This is an optimization exercise on Yosys and OpenROAD, whose aim is small area and few clock cycles per item, not a production implementation. Function was checked by simulation only, so behaviour that the tests miss may differ from the original.

<file path="flow/run.sh">
#!/bin/bash
# synth_recipe.tcl (not shown) runs the flow's synth.tcl, then flattens the netlist and writes it again
# the make line also repeats each setting of config.mk as NAME=value (left out here)
make -C /OpenROAD-flow-scripts/flow DESIGN_CONFIG=/design/flow/config.mk WORK_HOME=/design/flow/orfs CLKGATE_MAP_FILE= SYNTH_SCRIPT=/design/flow/synth_recipe.tcl finish
</file>
<file path="flow/config.mk">
export PLATFORM = sky130hd
export DESIGN_NAME = LCD_CTRL
export DESIGN_NICKNAME = LCD_CTRL
export VERILOG_FILES = /design/flow/design.v
export SDC_FILE = /design/flow/constraint.sdc
export NUM_CORES = 4
export LEC_CHECK = 0
export CAP_MARGIN = 20
export CORE_MARGIN = 2
export CORE_UTILIZATION = 40
export SLEW_MARGIN = 20
</file>
<file path="flow/constraint.sdc">
create_clock -name core_clock -period 8.0 [get_ports {clk}]
set_input_delay 1.6000 -clock core_clock [delete_from_list [all_inputs] [get_ports {clk}]]
set_output_delay 1.6000 -clock core_clock [all_outputs]
set_load 0.01 [all_outputs]
</file>
<file path="flow/design.v">
`timescale 1ns/1ps
module LCD_CTRL(clk, reset, datain, cmd, cmd_valid, dataout, output_valid, busy);
input           clk;
input           reset;
input   [7:0]   datain;
input   [2:0]   cmd;
input           cmd_valid;
output reg  [7:0]   dataout;
output reg         output_valid;
output reg         busy;
reg [7:0]buffer[107:0];
reg [8:0] x,y,addr;
reg [9:0] load_cnt;
reg [2:0] cmd_reg,state,cur,next; 
always @(*) begin
  case (cur)
    0:begin
      if(cmd_valid == 0)begin
        next = 0;
      end
      else begin
        next = 1;
      end
    end
    1:begin
      if((cmd_reg == 1||cmd_reg==2)&&load_cnt == 15)begin
        next = 0;
      end
      else begin
        next = 1;
      end
    end
    default: next = 0;
  endcase
end
always @(posedge clk or posedge reset) begin
    if(reset)begin
      x <= 4;
      y <= 3;
      load_cnt <= 0;
      output_valid <= 0;
      busy <= 0;
      cur <= 0;
      state <= 1;
    end
    else begin
      cur <= next;
      if(cur == 0)begin
        if (cmd_valid == 1) begin
          busy <= 1;
          cmd_reg <= cmd;
        end
        output_valid <= 0;
      end
      else begin
        case(cmd_reg)
        0:begin 
          load_cnt <= load_cnt + 1;
          buffer[load_cnt] <= datain;
          if(load_cnt == 107)begin
            load_cnt <= 0;
            cmd_reg <= 2;
          end
        end
        1:begin
          state <= 0;
          load_cnt <= load_cnt + 10'd1;
          output_valid <= 1'd1;
          dataout <= buffer[addr];
          if(load_cnt == 10'd1 || load_cnt == 2 ||load_cnt == 0||load_cnt == 6||load_cnt==4||load_cnt==5||load_cnt==8 || load_cnt == 9||load_cnt == 10||load_cnt == 12||load_cnt==13||load_cnt==14)begin
            x <= x + 1;
          end
          else if (load_cnt == 3||load_cnt == 7||load_cnt == 11) begin
            y <= y + 1;
            x <= x - 3;
          end
          else if (load_cnt == 15) begin
              load_cnt <= 10'd0;
              busy <= 1'd0;
              x <= x -3;
              y <= y -3;
          end  
        end
        2:begin
          x <= 4;
          y <= 3;
          state <= 1;
          load_cnt <= load_cnt + 1;
          output_valid <= 1'd1;
          if (load_cnt == 0) begin
            dataout <= buffer[13];
          end 
          else if(load_cnt == 1)begin
            dataout <= buffer[16];
          end
          else if(load_cnt == 2)begin
            dataout <= buffer[19];
          end
          else if(load_cnt == 3)begin
            dataout <= buffer[22];
          end
          else if(load_cnt == 4)begin
            dataout <= buffer[37];
          end
          else if(load_cnt == 5)begin
            dataout <= buffer[40];
          end
          else if(load_cnt == 6)begin
            dataout <= buffer[43];
          end
          else if(load_cnt == 7)begin
            dataout <= buffer[46];
          end
          else if(load_cnt == 8)begin
            dataout <= buffer[61];
          end
          else if(load_cnt == 9)begin
            dataout <= buffer[64];
          end
          else if(load_cnt == 10)begin
            dataout <= buffer[67];
          end
          else if(load_cnt == 11)begin
            dataout <= buffer[70];
          end
          else if(load_cnt == 12)begin
            dataout <= buffer[85];
          end
          else if(load_cnt == 13)begin
            dataout <= buffer[88];
          end
          else if(load_cnt == 14)begin
            dataout <= buffer[91];
          end
          else if(load_cnt == 15)begin
            dataout <= buffer[94];
            load_cnt <= 10'd0;
            busy <= 1'd0;
          end
        end
        3:begin
          if (state == 0) begin 
            if(x<8)begin
              x <= x+1;
            end
            cmd_reg <= 1;
          end
          else begin
            cmd_reg <= 2;
          end
        end
        4:begin
          if (state == 0) begin 
            if(x>0)begin
              x <= x-1;
            end
            cmd_reg <= 1;
          end
          else begin
            cmd_reg <= 2;
          end
        end
        5:begin
          if (state == 0) begin 
            if(y>0)begin
              y <= y-1;
            end
            cmd_reg <= 1;
          end
          else begin
            cmd_reg <= 2;
          end
        end
        6:begin
          if (state == 0) begin 
            if(y<5)begin
              y <= y+1;
            end
            cmd_reg <= 1;
          end
          else begin
            cmd_reg <= 2;
          end
        end
        endcase
      end
    end
end
always @(*) begin
  addr = y*12+x;
end
endmodule
</file>
==> results.json, run 1 <==
{
  "drt-pass1-iter-count": 13,
  "final.period_utilization": 0.8329,
  "gp_congestion": 1.110,
  "cap_violations": 0,
  "first_iter_violations": 5745,
  "required_ns": 8.41,
  "portBuffers": 23,
  "netlist_area_sq_um": 38520,
  "core_area_sq_um": 95150,
  "ctsLongestPathBuffers": 3,
  "relSlewSlack": 0.1496,
  "clock-root-buffer": "clkbuf_16",
  "ctsResizeCount": 0,
  "synth-seq-cells": 907,
  "clock_latency_ns": 0.71,
  "path_clk_slew_ns": 0.06,
  "synth.avg_cell_area_sq_um": 13.74,
  "arrival_ns": 7.07,
  "largest_register": "buffer",
  "async_flop_share": 0.03528,
  "rsz0062_at_grt": "no",
  "largest_reg_flops": 864,
  "wl_per_cell_um": 44.12,
  "cts_tree": "done",
  "reg_top3": "buffer x864, load_cnt x10",
  "cts_setup_buffers": 0,
  "ys.warnings.count": 2,
  "finalCoreUtilization": 0.4614,
  "crit_path_start_kind": "flip-flop",
  "cp_cell_sequence": "ha_1, inv_1, fa_1, inv_1, ha_1, xor2_4, buf_4, mux2_2, a22oi_1, nand3_1, o31ai_1, a21oi_1, or4_1, o31ai_1, o211ai_1",
  "finalClockSkew_ns": 0.06893,
  "cp-end-kind": "flip-flop",
  "start_util": 0.4048,
  "yosys-top-cells-area": "edfxtp_1 (68%), a22oi_1 (4.2%), nor2_1 (2.1%), nand2_1 (1.9%), dfrtp_1 (1.8%)",
  "finalNonFillerCells": 4189,
  "crit_fanout": 20,
  "dieArea_sq_um": 98790,
  "cts_buffers": 96,
  "grt_pass1_vias": 27510,
  "status": "no timing/DRC/antenna violations",
  "ant_nets": 0,
  "synth_top_area_cell": "edfxtp_1",
  "grt_pass1_wl_um": 246400,
  "slowest_stage": "or4_1",
  "nFillCells": 8325,
  "multi_input_area_sq_um": 10600,
  "routed_wirelength_um": 184800,
  "fin_crit_ns": 6.663,
  "seq_area_frac_synth": 0.7031,
  "synth_nets": 2844,
  "cts_hold_buf": 0,
  "max_stage_delay_ns": 0.63,
  "synth_flop_cell": "edfxtp_1",
  "area.growth.synth_to_final_pct": 13.97,
  "globalRouteOverflowTotal": 0,
  "max_freq_mhz": 150.1,
  "fin_nets": 2880,
  "hp-class": "flip-flop to flip-flop",
  "drc": 0,
  "finalMaxSlewViolations": 0,
  "rows": 113,
  "placed_cells": 4003,
  "die_y_um": 314.3,
  "seqCellArea_sq_um": 27080,
  "cts_max_level": 3,
  "setup_violations": 0,
  "antenna_found_initial": 14,
  "path_class": "flip-flop to flip-flop",
  "grt_max_degree": 77,
  "synth_top_area_frac": 0.6822,
  "die_w_um": 314.3,
  "synth_cells": 2803,
  "hold_viol": 0,
  "cts_sinks": 907,
  "final.setup.tns_ns": 0,
  "synth.distinct_cells": 89,
  "ioPinCount": 24,
  "worstMarginPinSlew_ns": 1.262,
  "grt_usage": 0.3701,
  "drive_above_1_share": 0.1260,
  "dp_hpwl_um": 127800,
  "drt-vias-per-instance": 7.049,
  "synth_edf_count": 875,
  "vias": 29530
}
## cell usage after synthesis (8+ instances only)
library cell	number
nand2b_1	10
a31oi_1	51
nand3_1	103
a22o_1	34
a32oi_1	11
o221ai_1	11
and3b_1	8
nand3b_1	12
o22ai_1	25
dfrtp_1	28
buf_2	49
nor4_1	13
mux2i_1	9
nor3_1	46
a211oi_1	16
nor2_1	216
a41oi_1	8
a222oi_1	35
a311oi_1	14
a22oi_1	215
a21oi_1	119
xnor2_1	16
buf_1	15
ha_1	25
mux2_2	9
a221o_1	8
o211ai_1	21
xor2_1	10
inv_1	30
a21o_1	9
a32o_1	8
o21ai_0	99
o21a_1	8
nand4_1	37
a221oi_1	57
nor2b_1	19
o31ai_1	9
and2_1	25
nand2_1	194
edfxtp_1	875
and3_1	28
clkbuf_1	140
## metal layers
layer	wire, um	global-route usage	share of wire
met4	10630	0.1670	0.058
met2	77110	0.5311	0.42
met5	103	0	0.00056
met1	68910	0.4932	0.37
met3	28060	0.1472	0.15
## layout make-up
cell class	instances	share of cell area
clock buffer	115	0.05731
antenna	4	0.0002280
multi-input combinational	1655	0.2415
tap	1265	0.03605
inverter	31	0.002651
timing repair buffer	148	0.02773
clock inverter	64	0.01764
sequential	907	0.6169
## critical path, delay by kind of cell, from the launching register on
| kind | cells | cell delay [ns] |
|---|---|---|
| simple gates | 2 | 0.83 |
| flops | 1 | 0.62 |
| mux | 1 | 0.39 |
| fa+ha+maj | 3 | 1.42 |
| buf+inv | 3 | 0.62 |
| compound gates | 5 | 1.89 |
| xor+xnor | 1 | 0.62 |
## path summary, 6_finish.rpt
check,start,endpoint,slack [ns],cells past startpoint
worst min register to register,output_valid$_DFFE_PP0P_,output_valid$_DFFE_PP0P_,0.52,2
worst max register to register,y[0]$_DFFE_PP1P_,dataout[1]$_DFFE_PP_,1.34,15
worst max-delay path,y[0]$_DFFE_PP1P_,dataout[1]$_DFFE_PP_,1.34,15
min in group asynchronous,reset,x[4]$_DFFE_PP0P_,1.43,3
max in group asynchronous,reset,y[0]$_DFFE_PP1P_,6.20,3
worst min-delay path,output_valid$_DFFE_PP0P_,output_valid$_DFFE_PP0P_,0.52,2
## metrics by stage
step | area, sq um | hold WS (ns) | worst slack, ns
2_1_floorplan | 38520 | 0.4772 | 3.859
3_3_place_gp | 40470 | 0.5006 | 1.586
3_5_place_dp | 40540 | 0.5087 | 1.552
4_1_cts | 43830 | 0.5180 | 1.566
5_1_grt | 43890 | 0.5299 | 1.342
6_report | 43900 | 0.5207 | 1.337
## logic make-up (layout without fill, tap and decap cells)
logic type / Yosys count / count (layout) / share of synthesized area
buffers and inverters: 241 / 358 / 0.02615
XOR/XNOR: 27 / 27 / 0.006334
other: 0 / 4 / 0
AO/OA/AOI/OAI: 824 / 824 / 0.1550
flip-flops: 907 / 907 / 0.7031
multiplexers: 19 / 19 / 0.005555
AND/OR/NAND/NOR: 758 / 758 / 0.09475
adder cells (fa/ha/maj): 27 / 27 / 0.009160
## cells in the final DEF (no fill, tap or decap), types with 51 or more instances in the layout
master	synthesis	final
a21oi_1	119	119
a221oi_1	57	57
a22oi_1	215	215
a31oi_1	51	51
buf_4	1	126
clkbuf_16	0	98
edfxtp_1	875	875
nand2_1	194	192
nand3_1	103	103
nor2_1	216	191
o21ai_0	99	99
Testbench counts, summed over its fixed seeds: cycles 19,247, commands 768.
==> run 2: changes to the inputs <==
==> flow/design.v (replaced) <==
`timescale 1ns/1ps
module LCD_CTRL(clk, reset, datain, cmd, cmd_valid, dataout, output_valid, busy);
input           clk;
input           reset;
input   [7:0]   datain;
input   [2:0]   cmd;
input           cmd_valid;
output  [7:0]   dataout;
output          output_valid;
output reg      busy;
reg        ov;           
reg        ld;           
reg  [3:0] p;            
reg  [3:0] x;            
reg  [2:0] y;            
reg        fit;          
reg  [3:0] i;            
reg  [3:0] rsel;         
reg  [3:0] jsel;         
assign output_valid = ov;
wire [95:0] ring [0:8];
genvar r;
generate
  for (r = 0; r < 9; r = r + 1) begin : g_row
    reg [95:0] q;
    wire we = ld && (x == r);
    always @(posedge clk)
      q <= {(we ? datain : q[7:0]), q[95:8]};
    assign ring[r] = q;
  end
endgenerate
reg [95:0] rowq;
always @(*) begin
  case (rsel)
    4'd0: rowq = ring[0];
    4'd1: rowq = ring[1];
    4'd2: rowq = ring[2];
    4'd3: rowq = ring[3];
    4'd4: rowq = ring[4];
    4'd5: rowq = ring[5];
    4'd6: rowq = ring[6];
    4'd7: rowq = ring[7];
    default: rowq = ring[8];
  endcase
end
reg [7:0] pix;
always @(*) begin
  case (jsel)
    4'd0:  pix = rowq[7:0];
    4'd1:  pix = rowq[15:8];
    4'd2:  pix = rowq[23:16];
    4'd3:  pix = rowq[31:24];
    4'd4:  pix = rowq[39:32];
    4'd5:  pix = rowq[47:40];
    4'd6:  pix = rowq[55:48];
    4'd7:  pix = rowq[63:56];
    4'd8:  pix = rowq[71:64];
    4'd9:  pix = rowq[79:72];
    4'd10: pix = rowq[87:80];
    default: pix = rowq[95:88];
  endcase
end
assign dataout = pix;
wire accept = cmd_valid && !busy;
wire [3:0] p1 = (p == 4'd11) ? 4'd0 : p + 4'd1;
reg        nfit;
reg  [3:0] nx;
reg  [2:0] ny;
always @(*) begin
  nfit = fit; nx = x; ny = y;
  case (cmd)
    3'd1: nfit = 1'b0;
    3'd2: begin nfit = 1'b1; nx = 4'd4; ny = 3'd3; end
    3'd3: if (!fit && x != 4'd8) nx = x + 4'd1;
    3'd4: if (!fit && x != 4'd0) nx = x - 4'd1;
    3'd5: if (!fit && y != 3'd0) ny = y - 3'd1;
    3'd6: if (!fit && y != 3'd5) ny = y + 3'd1;
    default: ;
  endcase
end
wire [3:0] c0 = nfit ? 4'd1 : nx;
wire [4:0] d0 = {1'b0, c0} - {1'b0, p1};
wire [3:0] j0 = d0[4] ? d0[3:0] + 4'd12 : d0[3:0];
wire [3:0] jm4 = (jsel < 4'd4) ? jsel + 4'd8 : jsel - 4'd4;
wire [3:0] jp2 = (jsel >= 4'd10) ? jsel - 4'd10 : jsel + 4'd2;
wire fitcol = (p == 4'd1) || (p == 4'd4) || (p == 4'd7) || (p == 4'd10);
always @(posedge clk or posedge reset) begin
  if (reset) begin
    busy <= 1'b0;
    ov   <= 1'b0;
    ld   <= 1'b0;
  end else begin
    if (accept) begin
      busy <= 1'b1;
      if (cmd == 3'd0) begin
        ld <= 1'b1;
        ov <= 1'b0;
      end else begin
        ov <= 1'b1;
      end
    end else if (ld) begin
      ov <= x[0] && fitcol;
      if (x == 4'd8 && p == 4'd11) begin
        ld   <= 1'b0;
        busy <= 1'b0;
      end
    end else if (ov) begin
      if (i == 4'd14) busy <= 1'b0;
      if (i == 4'd15) ov <= 1'b0;
    end
  end
end
always @(posedge clk) begin
  p <= p1;
  if (accept) begin
    i <= 4'd0;
    if (cmd == 3'd0) begin
      p <= 4'd0;
      x <= 4'd0;
      jsel <= 4'd11;
    end else begin
      fit  <= nfit;
      x    <= nx;
      y    <= ny;
      rsel <= nfit ? 4'd1 : {1'b0, ny};
      jsel <= j0;
    end
  end else if (ld) begin
    rsel <= x;
    if (p == 4'd11) x <= x + 4'd1;
    if (x == 4'd8 && p == 4'd11) begin
      x <= 4'd4;
      y <= 3'd3;
      fit <= 1'b1;
    end
  end else begin
    i <= i + 4'd1;
    if (fit) begin
      jsel <= jp2;
      if (i[1:0] == 2'd3) rsel <= rsel + 4'd2;
    end else if (i[1:0] == 2'd3) begin
      jsel <= jm4;
      rsel <= rsel + 4'd1;
    end
  end
end
endmodule
==> results.json, run 2 <==
{
  "routed_wirelength_um": 74010,
  "clock-root-buffer": "clkbuf_16",
  "synth_top_area_cell": "dfxtp_1",
  "required_ns": 6.40,
  "cap_violations": 0,
  "synth_flop_cell": "dfxtp_1",
  "worstMarginPinSlew_ns": 1.215,
  "rsz0062_at_grt": "no",
  "ioPinCount": 24,
  "grt_pass1_wl_um": 111700,
  "finalClockSkew_ns": 0.01853,
  "antenna_found_initial": 2,
  "portBuffers": 23,
  "drt-pass1-iter-count": 6,
  "ant_nets": 0,
  "fin_crit_ns": 6.461,
  "timing.hold.ws_ns": 0.3284,
  "seq_area_frac_synth": 0.6708,
  "grt_usage": 0.2090,
  "final_cell_mix": "dfxtp_1 (872), a22oi_1 (263), a21oi_1 (128)",
  "vias": 18160,
  "die_y_um": 263.1,
  "largest_reg_flops": 864,
  "max_freq_mhz": 154.8,
  "cts_sinks": 891,
  "finalMaxSlewViolations": 0,
  "drc": 0,
  "gp_congestion": 0.8660,
  "cp-end-kind": "output port",
  "wl_per_cell_um": 23.71,
  "grt_max_degree": 160,
  "crit_fanout": 67,
  "synth_cells": 2219,
  "synth_top_area_frac": 0.6501,
  "globalRouteOverflowTotal": 0,
  "largest_register": "g_row.q",
  "drive_above_1_share": 0.1130,
  "synth_most_common_cell": "dfxtp_1",
  "async_flop_share": 0.003367,
  "arrival_ns": 4.86,
  "rows": 94,
  "setup_violations": 0,
  "cts_hold_buf": 0,
  "ctsLongestPathBuffers": 3,
  "area.growth.synth_to_final_pct": 14.31,
  "core_area_sq_um": 66100,
  "crit_path_start_kind": "flip-flop",
  "ys.warnings.count": 1,
  "ctsResizeCount": 0,
  "die_w_um": 263.1,
  "cts_setup_buffers": 0,
  "synth_nets": 2265,
  "synth_edf_count": 16,
  "cts_tree": "done",
  "hp-class": "flip-flop to flip-flop",
  "cts_buffers": 85,
  "relSlewSlack": 0.1878,
  "yosys-top-cells-area": "dfxtp_1 (65%), a22oi_1 (7.4%), mux2_2 (3.2%), a21oi_1 (2.4%), edfxtp_1 (1.8%)",
  "dieArea_sq_um": 69220,
  "synth-seq-cells": 891,
  "path_class": "flip-flop to output port",
  "fin_nets": 2238,
  "start_util": 0.4062,
  "clock_latency_ns": 0.63,
  "synth.avg_cell_area_sq_um": 12.10,
  "path_clk_slew_ns": 0.07,
  "netlist_area_sq_um": 26850,
  "drt-vias-per-instance": 5.819,
  "synth_commonest_cells": "dfxtp_1 (872), a22oi_1 (263), a21oi_1 (128)",
  "final.setup.tns_ns": 0,
  "first_iter_violations": 1979,
  "grt_pass1_vias": 18100,
  "status": "no timing/DRC/antenna violations",
  "dp_hpwl_um": 44850,
  "final.period_utilization": 0.8077,
  "final_common_cell": "dfxtp_1",
  "synth.distinct_cells": 78,
  "hold_viol": 0,
  "cts_max_level": 3
}
run 2: metrics by stage:
stage	instances	setup WS [ns]	area [sq um]	util
after floorplan	2219	3.764	26850	-
after global placement	2968	2.249	27700	0.4191
after detailed placement	2968	2.181	27710	0.4192
after CTS	3119	1.490	30670	0.4641
after global routing	3120	1.289	30690	0.4643
final	3121	1.539	30690	0.4643
run 2: critical path: stages, from the launching register on:
cell	delay, ns
edfxtp_1	0.51
inv_1	0.22
ha_4	0.50
buf_4	0.76
buf_4	0.60
a22o_1	0.24
nor3_1	0.06
a311oi_1	0.40
a21oi_1	0.07
o211ai_1	0.24
clkdlybuf4s50_1	0.59
run 2: worst paths after layout:
kind                                         from                      to  slack [ns]  depth (start not counted)
setup / recovery                rsel[0]$_DFFE_PP_              dataout[2]        1.54                         10
hold / removal             g_row[1].q[32]$_DFF_P_  g_row[1].q[24]$_DFF_P_        0.33                          0
setup reg to reg                   x[0]$_DFFE_PP_       jsel[2]$_DFFE_PP_        3.86                         15
hold reg to reg            g_row[1].q[32]$_DFF_P_  g_row[1].q[24]$_DFF_P_        0.33                          0
max in group asynchronous                   reset          ld$_DFFE_PP0P_        6.75                          2
min in group asynchronous                   reset        busy$_DFFE_PP0P_        1.13                          2
run 2: metal layers:
layer / share of wire / wire (um) / GRT usage
met5: 0 / 0 / 0
met4: 0.036 / 2685 / 0.08510
met3: 0.077 / 5731 / 0.04059
met2: 0.45 / 33480 / 0.3231
met1: 0.43 / 32120 / 0.2873
run 2: cell type report:
type / instances / area [sq um]
Multi-Input combinational cell: 1144 / 8103
Timing Repair Buffer: 43 / 425.4
Antenna cell: 1 / 2.502
Sequential cell: 891 / 18010
Inverter: 27 / 101.3
Clock buffer: 119 / 2522
Fill cell: 5914 / 35410
Clock inverter: 32 / 444.2
Tap cell: 864 / 1081
run 2: cell families after synthesis:
| family | Yosys count | synth area share |
|---|---|---|
| XOR/XNOR | 9 | 0.002935 |
| multiplexers | 84 | 0.03486 |
| adder cells (fa/ha/maj) | 32 | 0.01519 |
| AND/OR/NAND/NOR | 337 | 0.06342 |
| flip-flops | 891 | 0.6708 |
| AO/OA/AOI/OAI | 682 | 0.1824 |
| buffers and inverters | 184 | 0.03038 |
Testbench counts of run 2, summed over its fixed seeds: cycles 17,217, commands 768.

## re-timing with driven ports
How much do the figures lean on ideal ports? The routed layouts below were timed once more, with nothing changed but the port constraints. Step 1, drivers: a clkbuf_16 drives clk and a buf_2 each remaining input, both assumed. Step 2 moves the port delays by t, midway between the first and last clock arrival at a register: inputs arrive t later, outputs are due t later. That takes back most of the time a late clock gives input paths. Slacks: ideal / step 1 / step 2; pairs: ideal / step 1.
| run | shift t [ns] | setup slack, ns | worst register clock-pin slew, ns | pins driven straight from the clock port |
|---|---|---|---|---|
| run 1 | 0.738 | 1.337 / 1.337 / 1.337 | 0.07 / 0.07 | 1 |
| run 2 | 0.683 | 1.539 / 1.481 / 2.165 | 0.07 / 0.07 | 1 |
After both steps every run listed still meets setup and hold.
